What follows belongs to an exercise in optimizing a design on an open flow for small area, a short achievable clock period and few clock cycles per item; a production flow would make more cautious choices. Function was checked by simulation only, so behaviour that the tests miss may differ from the original.

==> flow/design.v, too long to show whole: its modules and the start of the top module <==
// module fxMulStage1: 2479 lines
// module recipStep2: 22 lines
// module matrixProcessor: 164 lines
module matrixProcessor #(
	parameter WIDTH = 32
) (
	input wire clk,
	input wire rst_n,
	input wire start,
	input wire [13:0] workItemCount,
	input wire [WIDTH - 1:0] matrixInAddr,
	input wire [WIDTH - 1:0] dataInAddr,
	input wire [WIDTH - 1:0] dataOutAddr,
	input wire [WIDTH - 1:0] dataIn,
	output reg [WIDTH - 1:0] readAddr,
	output reg [WIDTH - 1:0] writeAddr,
	output reg [WIDTH - 1:0] writeData,
	output reg writeEn
	);
  // ...
==> flow/flow/run.sh <==
#!/bin/bash
# The standard layout with these changes to how it is made:
# - synthesis maps the logic without Yosys's early "abc -fast" pass (the
#   registers are the standard synthesis's; full adders are then found in the
#   RTL's own adder structure rather than in ABC's restructured gates);
# - timing repair aims well past the clock period: repair_timing treats any
#   path with less than SETUP_SLACK_MARGIN of slack as failing;
# - port buffers are plain buffers, and gates may be resized to any cell of
#   the same function;
set -euo pipefail
bash standard.sh SYNTH_ARGS=-noabc SETUP_SLACK_MARGIN=15.0 MATCH_CELL_FOOTPRINT=0 \
	"BUFFER_PORTS_ARGS=-buffer_cell sky130_fd_sc_hd__buf_1" \
	"CTS_ARGS=-sink_clustering_enable -repair_clock_nets -dont_use_dummy_load" finish > flow_make.log 2>&1
==> flow/standard.sh <==
#!/bin/bash
# synth_recipe.tcl (not shown) runs the flow's synth.tcl, then flattens the netlist and writes it again
# the make line also repeats each setting of config.mk as NAME=value (left out here)
make -C /OpenROAD-flow-scripts/flow DESIGN_CONFIG=/design/flow/config.mk WORK_HOME=/design/flow/orfs CLKGATE_MAP_FILE= SYNTH_SCRIPT=/design/flow/synth_recipe.tcl "${@:-finish}"
==> flow/config.mk <==
export PLATFORM = sky130hd
export DESIGN_NAME = matrixProcessor
export DESIGN_NICKNAME = matrixProcessor
export VERILOG_FILES = /design/flow/design.v
export SDC_FILE = /design/flow/constraint.sdc
export NUM_CORES = 4
export LEC_CHECK = 0
export ABC_CLOCK_PERIOD_IN_PS = 4500
export CAP_MARGIN = 20
export CORE_MARGIN = 2
export CORE_UTILIZATION = 55
export SLEW_MARGIN = 20
==> flow/constraint.sdc <==
create_clock -name core_clock -period 20.0 [get_ports {clk}]
set_input_delay 4.0000 -clock core_clock [delete_from_list [all_inputs] [get_ports {clk}]]
set_output_delay 4.0000 -clock core_clock [all_outputs]
set_load 0.01 [all_outputs]
==> impl_metrics.json, run 1 <==
{
  "status": "no timing/DRC/antenna violations",
  "wl_met3_um": 17900,
  "wl_met2_um": 84000,
  "synth-edff-count": 323,
  "syn_area_per_cell_um2": 11.4,
  "setup_tns_ps": 0,
  "multi_input_cells": 3845,
  "crit_cells": 1,
  "cp_top_family": "flip-flops",
  "cp-start-kind": "flop",
  "crit_end": "writeData[16]",
  "finalWirelength_um": 185000,
  "drt-initial-drc-count": 3521,
  "drtPass1Iterations": 6,
  "max-slew-margin-rel_pct": 23.4,
  "taps": 1380,
  "synthArstFlopShare_pct": 0,
  "clk_latency_ps": 700,
  "place_area_um2": 59400,
  "crit_buf_inv": 1,
  "drc": 0,
  "area_growth_syn_to_layout_pct": 11.1,
  "start_util_pct": 55.3,
  "r2r_end": "racc[3][26]",
  "synth_xor_area_share_pct": 4.43,
  "nonClockBufferCount": 409,
  "cts.sinks": 776,
  "hold_violations": 0
}
Testbench counts, summed over its fixed seeds: cycles 34,168, items 1,630.
==> module matrixProcessor, before the edit <==
module matrixProcessor #(
	parameter WIDTH = 32
) (
	input wire clk,
	input wire rst_n,
	input wire start,
	input wire [13:0] workItemCount,
	input wire [WIDTH - 1:0] matrixInAddr,
	input wire [WIDTH - 1:0] dataInAddr,
	input wire [WIDTH - 1:0] dataOutAddr,
	input wire [WIDTH - 1:0] dataIn,
	output reg [WIDTH - 1:0] readAddr,
	output reg [WIDTH - 1:0] writeAddr,
	output reg [WIDTH - 1:0] writeData,
	output reg writeEn
	);
	reg busy;
	reg [4:0] rs;
	reg pro;           
	reg macOn;         
	reg divOn;         
	reg wrOn;          
	reg [13:0] fcnt;   
	reg tailDiv;       
	reg notLast;       
	wire finalW = busy & wrOn & ~divOn & (rs == 5'd3);
	wire accept = start & (~busy | finalW);
	wire frameEnd = (rs == 5'd19);
	reg [4:0] divLast;   
	wire divDone = tailDiv & (rs == divLast);
	wire [4:0] rsNext = accept ? 5'd16 : (frameEnd ? 5'd0 : (divDone ? 5'd17 : rs + 5'd1));
	wire wrOnNext = accept ? 1'b0 : (frameEnd ? divOn : wrOn);
	wire busyNext = accept | (busy & ~finalW);
	always @(posedge clk) begin
		if (~rst_n) begin
			busy <= 1'b0;
			writeEn <= 1'b0;
		end else begin
			busy <= busyNext;
			writeEn <= busyNext & wrOnNext & (rsNext <= 5'd3);
		end
	end
	reg atRs0;     
	reg atMac;     
	reg atVLoad;   
	reg accHold;   
	reg [3:0] rowEnd;   
	always @(posedge clk) begin
		atRs0 <= (rsNext == 5'd0);
		atMac <= (rsNext >= 5'd1) & (rsNext <= 5'd16);
		atVLoad <= (rsNext >= 5'd17) | (rsNext == 5'd0);
		accHold <= (rsNext >= 5'd3) & (rsNext <= 5'd18) & (rsNext[1:0] != 2'd3);
		rowEnd[0] <= (rsNext == 5'd6);
		rowEnd[1] <= (rsNext == 5'd10);
		rowEnd[2] <= (rsNext == 5'd14);
		rowEnd[3] <= (rsNext == 5'd18);
	end
	always @(posedge clk) begin
		notLast <= (fcnt != workItemCount);
		rs <= rsNext;
		wrOn <= wrOnNext;
		if (accept) begin
			pro <= 1'b1;
			macOn <= 1'b0;
			divOn <= 1'b0;
			fcnt <= 14'd0;
		end else if (frameEnd) begin
			pro <= 1'b0;
			divOn <= macOn;
			macOn <= pro | (macOn & notLast);
			if (~pro) fcnt <= fcnt + 14'd1;
		end
	end
	reg [WIDTH - 1:2] vptr;   
	wire [WIDTH - 1:0] readAddrInc = readAddr + 32'd4;
	wire readMatrixNext = (rsNext <= 5'd15);
	always @(posedge clk) begin
		if (accept) readAddr[31:2] <= dataInAddr[31:2];
		else if (frameEnd) readAddr[31:2] <= matrixInAddr[31:2];
		else if (rs == 5'd15) readAddr[31:2] <= vptr[31:2];
		else readAddr[31:2] <= readAddrInc[31:2];
		readAddr[1:0] <= readMatrixNext ? matrixInAddr[1:0] : dataInAddr[1:0];
		if (frameEnd) vptr[31:2] <= readAddrInc[31:2];
		writeAddr <= accept ? dataOutAddr : writeAddr + {31'd0, writeEn};
	end
	reg [WIDTH - 1:0] vb0, vb1, vb2, vb3;
	reg [WIDTH - 1:0] opA, opB;
	reg [WIDTH - 1:0] racc [0:3];
	reg [WIDTH - 1:0] rh0, rh1, rh2;   
	reg [WIDTH - 1:0] w;               
	reg [WIDTH - 1:0] q;               
	reg [WIDTH - 1:0] rem;
	wire [WIDTH - 1:0] qs = w[WIDTH - 1] ? (~q + 32'd1) : q;
	always @(posedge clk) begin
		vb0 <= vb1;
		vb1 <= vb2;
		vb2 <= vb3;
		vb3 <= atVLoad ? dataIn : vb0;
		opA <= atMac ? dataIn : qs;
		case (rs)
			5'd17: opB <= rh0;
			5'd18: opB <= rh1;
			5'd19: opB <= rh2;
			5'd0:  opB <= w;
			default: opB <= vb0;
		endcase
	end
	wire [WIDTH - 1:0] t0, t1, t2;
	wire [1:0] tc;
	fxMulStage1 mul1 (.a(opA), .b(opB), .hi0(t0), .hi1(t1), .hi2(t2), .c16(tc));
	reg [WIDTH - 1:0] p0, p1, p2;
	reg [1:0] pc;
	always @(posedge clk) begin
		p0 <= t0;
		p1 <= t1;
		p2 <= t2;
		pc <= tc;
	end
	wire [WIDTH - 1:0] accIn = accHold ? writeData : {WIDTH{1'b0}};
	wire [WIDTH - 1:0] sum = accIn + p0 + p1 + p2 + {30'd0, pc};
	always @(posedge clk) begin
		writeData <= sum;
		if (rowEnd[0]) racc[0] <= sum;
		if (rowEnd[1]) racc[1] <= sum;
		if (rowEnd[2]) racc[2] <= sum;
		if (rowEnd[3]) racc[3] <= sum;
	end
	wire [WIDTH - 1:0] r3 = racc[3];
	wire remInit = ~((r3 == 32'd0) | (r3 == 32'd1) | (r3 == 32'hFFFFFFFF));
	wire [WIDTH - 1:0] r3Mag = r3 ^ {WIDTH{r3[WIDTH - 1]}};
	reg [5:0] r3Len;
	integer bi;
	always @(*) begin
		r3Len = 6'd0;
		for (bi = 0; bi < WIDTH; bi = bi + 1)
			if (r3Mag[bi]) r3Len = bi[5:0] + 6'd1;
	end
	wire [3:0] skip = (r3Len < 6'd2) ? 4'd0 : ((r3Len >= 6'd28) ? 4'd13 : r3Len[4:1] - 4'd1);
	wire tailNow = divOn & ~macOn;
	wire [WIDTH - 1:0] rem2;
	wire qb1, qb0;
	recipStep2 st (.rem(rem), .w(w), .remNext(rem2), .q1(qb1), .q0(qb0));
	always @(posedge clk) begin
		if (atRs0) begin
			rh0 <= racc[0];
			rh1 <= racc[1];
			rh2 <= racc[2];
			w <= r3;
			if (tailNow & remInit) begin
				rem <= 32'd1 << {skip, 1'b0};
				divLast <= 5'd16 - {1'b0, skip};
			end else begin
				rem <= {31'd0, remInit};
				divLast <= 5'd16;
			end
			q <= {WIDTH{1'b0}};
		end else begin
			rem <= rem2;
		end
		if (atMac) q <= {q[WIDTH - 3:0], qb1, qb0};
		if (accept) tailDiv <= 1'b0;
		else if (atRs0) tailDiv <= tailNow;
	end
endmodule
==> run 2: changes to the inputs <==
--- a/flow/design.v
+++ b/flow/design.v
@@ -1,16 +1,15 @@
 `default_nettype none
 module fxMulStage1 (
 	input wire [31:0] a,
 	input wire [31:0] b,
 	output wire [31:0] hi0,
 	output wire [31:0] hi1,
-	output wire [31:0] hi2,
-	output wire [1:0] c16
+	output wire c16
 );
 	wire t1 = a[0] & b[0];
 	wire t2 = a[1] & b[0];
 	wire t3 = a[2] & b[0];
 	wire t4 = a[3] & b[0];
 	wire t5 = a[4] & b[0];
 	wire t6 = a[5] & b[0];
 	wire t7 = a[6] & b[0];
@@ -2464,24 +2463,114 @@
 	wire t2455 = t2354 ^ t2356 ^ t2357;
 	wire t2456 = (t2354 & t2356) | (t2354 & t2357) | (t2356 & t2357);
 	wire t2457 = t2358 ^ t2360 ^ t2361;
 	wire t2458 = (t2358 & t2360) | (t2358 & t2361) | (t2360 & t2361);
 	wire t2459 = t2362 ^ t2364 ^ t2365;
 	wire t2460 = (t2362 & t2364) | (t2362 & t2365) | (t2364 & t2365);
 	wire t2461 = t2366 ^ t2368 ^ t2369;
 	wire t2462 = (t2366 & t2368) | (t2366 & t2369) | (t2368 & t2369);
-	wire [47:0] r0 = {t2371, t2367, t2363, t2359, t2355, t2351, t2347, t2343, t2339, t2335, t2331, t2327, t2323, t2319, t2315, t2311, t2307, t2303, t2299, t2295, t2291, t2287, t2283, t2279, t2275, t2271, t2267, t2263, t2259, t2255, t2251, t2247, t2243, t2239, t2235, t2231, t2227, t2223, t2219, t2215, t2211, t2207, t2203, t2199, t66, t3, t2, t1};
-	wire [47:0] r1 = {t2460, t2458, t2456, t2454, t2452, t2450, t2448, t2446, t2444, t2442, t2440, t2438, t2436, t2434, t2432, t2430, t2428, t2426, t2424, t2422, t2420, t2418, t2416, t2414, t2412, t2410, t2408, t2406, t2404, t2402, t2400, t2398, t2396, t2394, t2392, t2390, t2388, t2386, t2384, t2382, t2380, t2378, t2376, t2374, t97, t34, t33, 1'b0};
-	wire [47:0] r2 = {t2461, t2459, t2457, t2455, t2453, t2451, t2449, t2447, t2445, t2443, t2441, t2439, t2437, t2435, t2433, t2431, t2429, t2427, t2425, t2423, t2421, t2419, t2417, t2415, t2413, t2411, t2409, t2407, t2405, t2403, t2401, t2399, t2397, t2395, t2393, t2391, t2389, t2387, t2385, t2383, t2381, t2379, t2377, t2375, t2373, t65, 1'b0, 1'b0};
-	wire [17:0] lo = {2'b0, r0[15:0]} + {2'b0, r1[15:0]} + {2'b0, r2[15:0]};
+	wire t2463 = t3 ^ t34;
+	wire t2464 = t3 & t34;
+	wire t2465 = t66 ^ t97 ^ t2373;
+	wire t2466 = (t66 & t97) | (t66 & t2373) | (t97 & t2373);
+	wire t2467 = t2199 ^ t2374 ^ t2375;
+	wire t2468 = (t2199 & t2374) | (t2199 & t2375) | (t2374 & t2375);
+	wire t2469 = t2203 ^ t2376 ^ t2377;
+	wire t2470 = (t2203 & t2376) | (t2203 & t2377) | (t2376 & t2377);
+	wire t2471 = t2207 ^ t2378 ^ t2379;
+	wire t2472 = (t2207 & t2378) | (t2207 & t2379) | (t2378 & t2379);
+	wire t2473 = t2211 ^ t2380 ^ t2381;
+	wire t2474 = (t2211 & t2380) | (t2211 & t2381) | (t2380 & t2381);
+	wire t2475 = t2215 ^ t2382 ^ t2383;
+	wire t2476 = (t2215 & t2382) | (t2215 & t2383) | (t2382 & t2383);
+	wire t2477 = t2219 ^ t2384 ^ t2385;
+	wire t2478 = (t2219 & t2384) | (t2219 & t2385) | (t2384 & t2385);
+	wire t2479 = t2223 ^ t2386 ^ t2387;
+	wire t2480 = (t2223 & t2386) | (t2223 & t2387) | (t2386 & t2387);
+	wire t2481 = t2227 ^ t2388 ^ t2389;
+	wire t2482 = (t2227 & t2388) | (t2227 & t2389) | (t2388 & t2389);
+	wire t2483 = t2231 ^ t2390 ^ t2391;
+	wire t2484 = (t2231 & t2390) | (t2231 & t2391) | (t2390 & t2391);
+	wire t2485 = t2235 ^ t2392 ^ t2393;
+	wire t2486 = (t2235 & t2392) | (t2235 & t2393) | (t2392 & t2393);
+	wire t2487 = t2239 ^ t2394 ^ t2395;
+	wire t2488 = (t2239 & t2394) | (t2239 & t2395) | (t2394 & t2395);
+	wire t2489 = t2243 ^ t2396 ^ t2397;
+	wire t2490 = (t2243 & t2396) | (t2243 & t2397) | (t2396 & t2397);
+	wire t2491 = t2247 ^ t2398 ^ t2399;
+	wire t2492 = (t2247 & t2398) | (t2247 & t2399) | (t2398 & t2399);
+	wire t2493 = t2251 ^ t2400 ^ t2401;
+	wire t2494 = (t2251 & t2400) | (t2251 & t2401) | (t2400 & t2401);
+	wire t2495 = t2255 ^ t2402 ^ t2403;
+	wire t2496 = (t2255 & t2402) | (t2255 & t2403) | (t2402 & t2403);
+	wire t2497 = t2259 ^ t2404 ^ t2405;
+	wire t2498 = (t2259 & t2404) | (t2259 & t2405) | (t2404 & t2405);
+	wire t2499 = t2263 ^ t2406 ^ t2407;
+	wire t2500 = (t2263 & t2406) | (t2263 & t2407) | (t2406 & t2407);
+	wire t2501 = t2267 ^ t2408 ^ t2409;
+	wire t2502 = (t2267 & t2408) | (t2267 & t2409) | (t2408 & t2409);
+	wire t2503 = t2271 ^ t2410 ^ t2411;
+	wire t2504 = (t2271 & t2410) | (t2271 & t2411) | (t2410 & t2411);
+	wire t2505 = t2275 ^ t2412 ^ t2413;
+	wire t2506 = (t2275 & t2412) | (t2275 & t2413) | (t2412 & t2413);
+	wire t2507 = t2279 ^ t2414 ^ t2415;
+	wire t2508 = (t2279 & t2414) | (t2279 & t2415) | (t2414 & t2415);
+	wire t2509 = t2283 ^ t2416 ^ t2417;
+	wire t2510 = (t2283 & t2416) | (t2283 & t2417) | (t2416 & t2417);
+	wire t2511 = t2287 ^ t2418 ^ t2419;
+	wire t2512 = (t2287 & t2418) | (t2287 & t2419) | (t2418 & t2419);
+	wire t2513 = t2291 ^ t2420 ^ t2421;
+	wire t2514 = (t2291 & t2420) | (t2291 & t2421) | (t2420 & t2421);
+	wire t2515 = t2295 ^ t2422 ^ t2423;
+	wire t2516 = (t2295 & t2422) | (t2295 & t2423) | (t2422 & t2423);
+	wire t2517 = t2299 ^ t2424 ^ t2425;
+	wire t2518 = (t2299 & t2424) | (t2299 & t2425) | (t2424 & t2425);
+	wire t2519 = t2303 ^ t2426 ^ t2427;
+	wire t2520 = (t2303 & t2426) | (t2303 & t2427) | (t2426 & t2427);
+	wire t2521 = t2307 ^ t2428 ^ t2429;
+	wire t2522 = (t2307 & t2428) | (t2307 & t2429) | (t2428 & t2429);
+	wire t2523 = t2311 ^ t2430 ^ t2431;
+	wire t2524 = (t2311 & t2430) | (t2311 & t2431) | (t2430 & t2431);
+	wire t2525 = t2315 ^ t2432 ^ t2433;
+	wire t2526 = (t2315 & t2432) | (t2315 & t2433) | (t2432 & t2433);
+	wire t2527 = t2319 ^ t2434 ^ t2435;
+	wire t2528 = (t2319 & t2434) | (t2319 & t2435) | (t2434 & t2435);
+	wire t2529 = t2323 ^ t2436 ^ t2437;
+	wire t2530 = (t2323 & t2436) | (t2323 & t2437) | (t2436 & t2437);
+	wire t2531 = t2327 ^ t2438 ^ t2439;
+	wire t2532 = (t2327 & t2438) | (t2327 & t2439) | (t2438 & t2439);
+	wire t2533 = t2331 ^ t2440 ^ t2441;
+	wire t2534 = (t2331 & t2440) | (t2331 & t2441) | (t2440 & t2441);
+	wire t2535 = t2335 ^ t2442 ^ t2443;
+	wire t2536 = (t2335 & t2442) | (t2335 & t2443) | (t2442 & t2443);
+	wire t2537 = t2339 ^ t2444 ^ t2445;
+	wire t2538 = (t2339 & t2444) | (t2339 & t2445) | (t2444 & t2445);
+	wire t2539 = t2343 ^ t2446 ^ t2447;
+	wire t2540 = (t2343 & t2446) | (t2343 & t2447) | (t2446 & t2447);
+	wire t2541 = t2347 ^ t2448 ^ t2449;
+	wire t2542 = (t2347 & t2448) | (t2347 & t2449) | (t2448 & t2449);
+	wire t2543 = t2351 ^ t2450 ^ t2451;
+	wire t2544 = (t2351 & t2450) | (t2351 & t2451) | (t2450 & t2451);
+	wire t2545 = t2355 ^ t2452 ^ t2453;
+	wire t2546 = (t2355 & t2452) | (t2355 & t2453) | (t2452 & t2453);
+	wire t2547 = t2359 ^ t2454 ^ t2455;
+	wire t2548 = (t2359 & t2454) | (t2359 & t2455) | (t2454 & t2455);
+	wire t2549 = t2363 ^ t2456 ^ t2457;
+	wire t2550 = (t2363 & t2456) | (t2363 & t2457) | (t2456 & t2457);
+	wire t2551 = t2367 ^ t2458 ^ t2459;
+	wire t2552 = (t2367 & t2458) | (t2367 & t2459) | (t2458 & t2459);
+	wire t2553 = t2371 ^ t2460 ^ t2461;
+	wire t2554 = (t2371 & t2460) | (t2371 & t2461) | (t2460 & t2461);
+	wire [47:0] r0 = {t2552, t2550, t2548, t2546, t2544, t2542, t2540, t2538, t2536, t2534, t2532, t2530, t2528, t2526, t2524, t2522, t2520, t2518, t2516, t2514, t2512, t2510, t2508, t2506, t2504, t2502, t2500, t2498, t2496, t2494, t2492, t2490, t2488, t2486, t2484, t2482, t2480, t2478, t2476, t2474, t2472, t2470, t2468, t2466, t2464, t65, t2, t1};
+	wire [47:0] r1 = {t2553, t2551, t2549, t2547, t2545, t2543, t2541, t2539, t2537, t2535, t2533, t2531, t2529, t2527, t2525, t2523, t2521, t2519, t2517, t2515, t2513, t2511, t2509, t2507, t2505, t2503, t2501, t2499, t2497, t2495, t2493, t2491, t2489, t2487, t2485, t2483, t2481, t2479, t2477, t2475, t2473, t2471, t2469, t2467, t2465, t2463, t33, 1'b0};
+	wire [16:0] lo = {1'b0, r0[15:0]} + {1'b0, r1[15:0]};
 	assign hi0 = r0[47:16];
 	assign hi1 = r1[47:16];
-	assign hi2 = r2[47:16];
-	assign c16 = lo[17:16];
+	assign c16 = lo[16];
 endmodule
 `default_nettype none
 module recipStep2 (
 	input wire [31:0] rem,
 	input wire [31:0] w,
 	output wire [31:0] remNext,
 	output wire q1,
 	output wire q0
@@ -2606,29 +2695,28 @@
 		case (rs)
 			5'd17: opB <= rh0;
 			5'd18: opB <= rh1;
 			5'd19: opB <= rh2;
 			5'd0:  opB <= w;
 			default: opB <= vb0;
 		endcase
 	end
-	wire [WIDTH - 1:0] t0, t1, t2;
-	wire [1:0] tc;
-	fxMulStage1 mul1 (.a(opA), .b(opB), .hi0(t0), .hi1(t1), .hi2(t2), .c16(tc));
-	reg [WIDTH - 1:0] p0, p1, p2;
-	reg [1:0] pc;
+	wire [WIDTH - 1:0] t0, t1;
+	wire tc;
+	fxMulStage1 mul1 (.a(opA), .b(opB), .hi0(t0), .hi1(t1), .c16(tc));
+	reg [WIDTH - 1:0] p0, p1;
+	reg pc;
 	always @(posedge clk) begin
 		p0 <= t0;
 		p1 <= t1;
-		p2 <= t2;
 		pc <= tc;
 	end
 	wire [WIDTH - 1:0] accIn = accHold ? writeData : {WIDTH{1'b0}};
-	wire [WIDTH - 1:0] sum = accIn + p0 + p1 + p2 + {30'd0, pc};
+	wire [WIDTH - 1:0] sum = accIn + p0 + p1 + {31'd0, pc};
 	always @(posedge clk) begin
 		writeData <= sum;
 		if (rowEnd[0]) racc[0] <= sum;
 		if (rowEnd[1]) racc[1] <= sum;
 		if (rowEnd[2]) racc[2] <= sum;
 		if (rowEnd[3]) racc[3] <= sum;
 	end
 	wire [WIDTH - 1:0] r3 = racc[3];
==> flow/flow/run.sh (replaced) <==
#!/bin/bash
# The standard layout with these changes to how it is made:
# - synthesis maps the logic without Yosys's early "abc -fast" pass (the
#   registers are the standard synthesis's; full adders are then found in the
#   RTL's own adder structure rather than in ABC's restructured gates);
# - timing repair aims well past the clock period: repair_timing treats any
#   path with less than SETUP_SLACK_MARGIN of slack as failing;
set -euo pipefail
bash standard.sh SYNTH_ARGS=-noabc SETUP_SLACK_MARGIN=15.0 MATCH_CELL_FOOTPRINT=0 \
	"BUFFER_PORTS_ARGS=-buffer_cell sky130_fd_sc_hd__buf_1" finish > flow_make.log 2>&1
==> run 2 against run 1 <==
Global-route usage down 0.47 points. Critical path depth unchanged.
==> impl_metrics.json, run 2 <==
{
  "cts_buffers": 82,
  "die_w_um": 323,
  "cts_root_buf": "clkbuf_16",
  "drc": 0,
  "ys_seq_area_share_pct": 32.3,
  "ys_top_cells_by_count": "and2_1, fa_1, dfxtp_1, edfxtp_1, nand2_1",
  "synth.cell_area_um2": 56100,
  "whs_ps": 309,
  "syn_inst": 4937,
  "max-slew-margin-rel_pct": 29.8,
  "avgRoutedWirePerCell_um": 27.1,
  "pin_count": 242,
  "synth_most_common_cell": "and2_1",
  "antenna_found_initial": 18,
  "grt_usage_pct": 34.7,
  "post-dp-hpwl_um": 122000,
  "fmax_mhz": 193,
  "synth_seq_cells": 743,
  "final_common_cell": "and2_1",
  "largest-register": "racc",
  "via_per_inst": 5.99,
  "crit_buf_inv": 1,
  "cp.arrival_ps": 1180,
  "drt-initial-drc-count": 3426,
  "min_period_over_period_pct": 25.9,
  "rows": 117,
  "cts_buffer_depth": 3,
  "slew_viol_final": 0,
  "worst_slew_pin_slew_ps": 1050,
  "fp.dieH_um": 323,
  "h-tree-depth": 3,
  "clk_latency_ps": 680,
  "drv_cap": 0,
  "cp_top_family": "flip-flops",
  "ant_nets": 0,
  "start_util_pct": 55.3,
  "synthArstFlopShare_pct": 0,
  "ctsHoldBuffers": 0,
  "cts.sinks": 743,
  "largest_reg_flops": 128,
  "grt_pass1_vias": 40722,
  "grt_max_degree": 87,
  "r2r_slack_ps": 15100,
  "path_cells": "buf_6",
  "area_growth_syn_to_layout_pct": 12.9,
  "syn_area_per_cell_um2": 11.4,
  "hp-class": "flop to flop",
  "yosysWarningCount": 2,
  "port_buffers": 241,
  "yosys_most_used_dff": "dfxtp_1",
  "layout-drive-gt1-share_pct": 12.0,
  "crit_path_end_kind": "output port",
  "grt_overflow_total": 0,
  "coreArea_um2": 101000,
  "worstSetupPathType": "flop to output port",
  "setup_viol": 0,
  "grt_pass1_wl_um": 264000,
  "status": "no timing/DRC/antenna violations",
  "synth-edff-count": 323,
  "most-common-layout-cells": "and2_1, fa_1, edfxtp_1",
  "die_area_um2": 105000,
  "synth_top_area_cell": "fa_1",
  "fin_nets": 6343,
  "gp_congestion": 0.924,
  "hold_violations": 0,
  "drtPass1Iterations": 8,
  "nFillCells": 8295,
  "finalWirelength_um": 179000,
  "crit_path_top_delay_cell": "dfxtp_4",
  "cts_tree": "done",
  "cp-start-kind": "flop",
  "clk_pin_slew_worst_paths_ps": 60,
  "skew_ps": 51.9,
  "synth.area.top_cells": "fa_1, edfxtp_1, dfxtp_1",
  "synth_cell_type_count": 78,
  "crit_required_ps": 16000,
  "cpPeakStageDelay_ps": 400,
  "synth_top_area_share_pct": 30.1,
  "setup_tns_ps": 0,
  "min_period_ps": 5180,
  "vias": 39628,
  "critPathMaxFanout": 2,
  "rsz0062_at_grt": "yes"
}
==> run 2: worst paths after layout <==
kind / to / start / cells after the start
max: writeData[19] / writeData[19] / 1
min: vb2[3] / vb3[3] / 0
max reg2reg: p1[13] / opB[14] / 9
min reg2reg: vb2[3] / vb3[3] / 0
==> run 2: cell families after synthesis <==
group,count (synthesis),synth area share [%]
simple gates,1702,16.7
fa+ha+maj,1035,34.4
flops,743,32.3
compound gates,721,8.39
buf+inv,386,2.60
xor+xnor,289,4.51
mux,59,1.13
other cells,2,0.0134
==> run 2: cell type report <==
type	instances	area (um^2)	share of cell area (%)
antenna	15	37.5	0.0592
clock buffer	115	2340	3.70
clock inverter	39	577	0.910
inverter	115	434	0.685
multi-input combinational	3811	36800	58.1
sequential	743	18400	29.0
tap	1368	1710	2.70
timing repair buffer	410	3060	4.83
==> run 2: per-stage QoR <==
stage | setup slack, ps | util, % | cell area [um^2] | instances
global route | 14790 | 62.5 | 63400 | 6609
CTS | 14780 | 62.0 | 62900 | 6581
detailed placement | 13840 | 57.5 | 58400 | 6352
floorplan | 15040 | - | 56100 | 4939
finish | 14820 | 62.5 | 63400 | 6616
global placement | 13960 | 57.5 | 58400 | 6352
==> run 2: what timing repair did <==
| item | 4_1_cts | 5_1_grt |
|---|---|---|
| resized for setup | 488 | 65 |
| pin swaps | 1 | 2 |
| buffers inserted | 75 | 19 |
| endpoints found under the setup margin | 189 | 174 |
| gates cloned | 0 | 1 |
==> run 2: routing by layer <==
layer | track usage (%) | part of all wire, % | vias up
met1 | 46.1 | 40 | 20364
met5 | 0 | 0 | -
met2 | 57.2 | 48 | 1776
met4 | 13.1 | 3.9 | 0
li1 | - | - | 17061
met3 | 6.10 | 8.0 | 427
Testbench counts of run 2, summed over its fixed seeds: cycles 34,168, items 1,630.
==> run 3: changes to the inputs <==
--- a/flow/flow/run.sh
+++ b/flow/flow/run.sh
@@ -7,4 +7,7 @@
 #   path with less than SETUP_SLACK_MARGIN of slack as failing;
+# - port buffers are plain buffers, and gates may be resized to any cell of
+#   the same function;
 set -euo pipefail
 bash standard.sh SYNTH_ARGS=-noabc SETUP_SLACK_MARGIN=15.0 MATCH_CELL_FOOTPRINT=0 \
-	"BUFFER_PORTS_ARGS=-buffer_cell sky130_fd_sc_hd__buf_1" finish > flow_make.log 2>&1
+	"BUFFER_PORTS_ARGS=-buffer_cell sky130_fd_sc_hd__buf_1" \
+	"CTS_ARGS=-sink_clustering_enable -repair_clock_nets -dont_use_dummy_load" finish > flow_make.log 2>&1
==> run 3 against run 2 <==
Final cell count is 1.1% lower. First-iteration DRC count is 2.7% lower. Utilization is 0.90 points lower. Global-route usage is 0.080 points lower.
==> impl_metrics.json, run 3 <==
{
  "antenna_found_initial": 15,
  "startpoint": "writeData[19]",
  "r2r-start": "opA[18]",
  "ys_top_cells_by_count": "and2_1, fa_1, dfxtp_1, edfxtp_1, nand2_1",
  "crit_required_ps": 16000,
  "port_buffers": 241,
  "setup_tns_ps": 0,
  "hold_violations": 0,
  "drv_cap": 0,
  "cts_root_buf": "clkbuf_16",
  "grt_max_degree": 87,
  "die_area_um2": 105000,
  "area_growth_syn_to_layout_pct": 11.3,
  "grt_overflow_total": 0,
  "cp-start-kind": "flop",
  "cp.arrival_ps": 1170,
  "path_cells": "buf_6",
  "clk_latency_ps": 670,
  "ant_nets": 0,
  "r2r_slack_ps": 15070,
  "fp.dieH_um": 323,
  "r2r_end": "p1[10]",
  "drtPass1Iterations": 5,
  "rows": 117,
  "synth.area.top_cells": "fa_1, edfxtp_1, dfxtp_1",
  "worst_slew_pin_slew_ps": 1180,
  "gp_congestion": 0.924,
  "synth_top_area_cell": "fa_1",
  "min_period_over_period_pct": 25.8,
  "syn_inst": 4937,
  "fin_nets": 6346,
  "finalWirelength_um": 179000,
  "crit_cells": 1,
  "synth.cell_area_um2": 56100,
  "seq_area_um2": 18400,
  "final_common_cell": "and2_1",
  "hp-class": "flop to flop",
  "multi_input_area_um2": 36800,
  "avgRoutedWirePerCell_um": 27.4,
  "grt_pass1_wl_um": 263000,
  "grt_usage_pct": 34.7,
  "rr_worst_depth": 9,
  "most-common-layout-cells": "and2_1, fa_1, edfxtp_1",
  "status": "no timing/DRC/antenna violations",
  "largest-register": "racc",
  "skew_ps": 88.4,
  "crit_path_top_delay_cell": "dfxtp_4",
  "pin_count": 242,
  "synth_most_common_cell": "and2_1",
  "cts_buffer_depth": 3,
  "die_w_um": 323,
  "crit_end": "writeData[19]",
  "worstSetupPathType": "flop to output port",
  "ys_seq_area_share_pct": 32.3,
  "cpPeakStageDelay_ps": 390,
  "cp_top_family": "flip-flops",
  "synth_seq_cells": 743,
  "synth_top_area_share_pct": 30.1,
  "holdCritStartpoint": "vb3[3]",
  "via_per_inst": 6.02,
  "drc": 0,
  "cts_tree": "done",
  "post-dp-hpwl_um": 122000,
  "coreArea_um2": 101000,
  "crit_buf_inv": 1,
  "syn_area_per_cell_um2": 11.4,
  "start_util_pct": 55.3,
  "rsz0062_at_grt": "yes",
  "yosys_most_used_dff": "dfxtp_1",
  "drt-initial-drc-count": 3335,
  "min_period_ps": 5170,
  "grt_pass1_vias": 40510,
  "max-slew-margin-rel_pct": 20.8,
  "cts.sinks": 743,
  "yosysWarningCount": 2,
  "fmax_mhz": 193,
  "layout-drive-gt1-share_pct": 11.2,
  "synth_cell_type_count": 78,
  "critPathMaxFanout": 2,
  "clk_pin_slew_worst_paths_ps": 60,
  "crit_path_end_kind": "output port",
  "nFillCells": 8399,
  "cts_buffers": 82,
  "setup_viol": 0,
  "dp_cells": 6352,
  "h-tree-depth": 3,
  "synthArstFlopShare_pct": 0,
  "largest_reg_flops": 128,
  "synth-edff-count": 323,
  "slew_viol_final": 0,
  "vias": 39397,
  "stdcell_count": 6543
}
[run 3: final cells by class]
cell class	count	share of cell area [%]
diodes	11	0.0441
clock buffers	82	3.29
inverters	115	0.695
multi-input cells	3812	58.9
flip-flops and latches	743	29.5
well taps	1368	2.74
repair buffers	412	4.86
[run 3: metal layers]
metal | part of all wire, % | track usage (%)
met1 | 40 | 45.8
met2 | 48 | 57.3
met3 | 7.9 | 6.50
met4 | 3.8 | 12.5
met5 | 0.0061 | 0
[run 3: worst min path at each step]
stage | cells after the start | end | slack [ps]
global route | 0 | vb2[3] | 310
CTS | 0 | vb2[3] | 300
floorplan | 0 | vb0[0] | 310
detailed placement | 0 | vb0[20] | 310
finish | 0 | vb2[3] | 300
global placement | 0 | vb0[17] | 310
[run 3: logic make-up after synthesis]
kind of cell / count (synthesis) / share of synthesized area (%)
xor+xnor: 289 / 4.51
flops: 743 / 32.3
fa+ha+maj: 1035 / 34.4
simple gates: 1702 / 16.7
mux: 59 / 1.13
compound gates: 721 / 8.39
buf+inv: 386 / 2.60
other cells: 2 / 0.0134
[run 3: timing repair]
item	CTS	global route
setup buffers	77	19
hold buffers	0	0
gates resized for setup	485	56
endpoints found under the hold margin	0	0
gates cloned	0	2
endpoints found under the setup margin	191	177
pin swaps	1	2
[run 3: metrics by stage]
step | setup WS, ps | hold WS (ps) | area, um^2 | utilization (%)
2_1_floorplan | 15040 | 310 | 56100 | -
3_3_place_gp | 13960 | 310 | 58400 | 57.5
3_5_place_dp | 13840 | 312 | 58400 | 57.5
4_1_cts | 14790 | 298 | 62000 | 61.2
5_1_grt | 14800 | 311 | 62500 | 61.6
6_report | 14830 | 297 | 62500 | 61.6

-- afterwards: timing with drivers on the ports --
The results above use ideal ports. As a check the final layouts listed here were re-extracted and re-timed, cells and wires unchanged.
Step 1, drivers: a clkbuf_16 drives clk and a buf_2 each remaining input, both assumed.
Step 2 also shifts input and output timing later by t, the mid clock arrival at the registers, as if the neighbouring blocks saw the same clock.
Slacks: ideal ports / drivers / drivers and shift; pairs: ideal ports / drivers.
run	t (ns)	slack for setup (ns)	worst setup path at the end	pins driven straight from the clock port
run 1	0.727	14.778 / 14.698 / 14.505	input to register	1
run 2	0.725	14.819 / 14.744 / 14.492	input to register	1
run 3	0.700	14.831 / 14.757 / 14.477	input to register	1
After both steps every run listed still meets setup and hold. For run 3, which loses most, drivers alone change the setup slack by -0.074 ns; drivers and shift together by -0.354 ns.
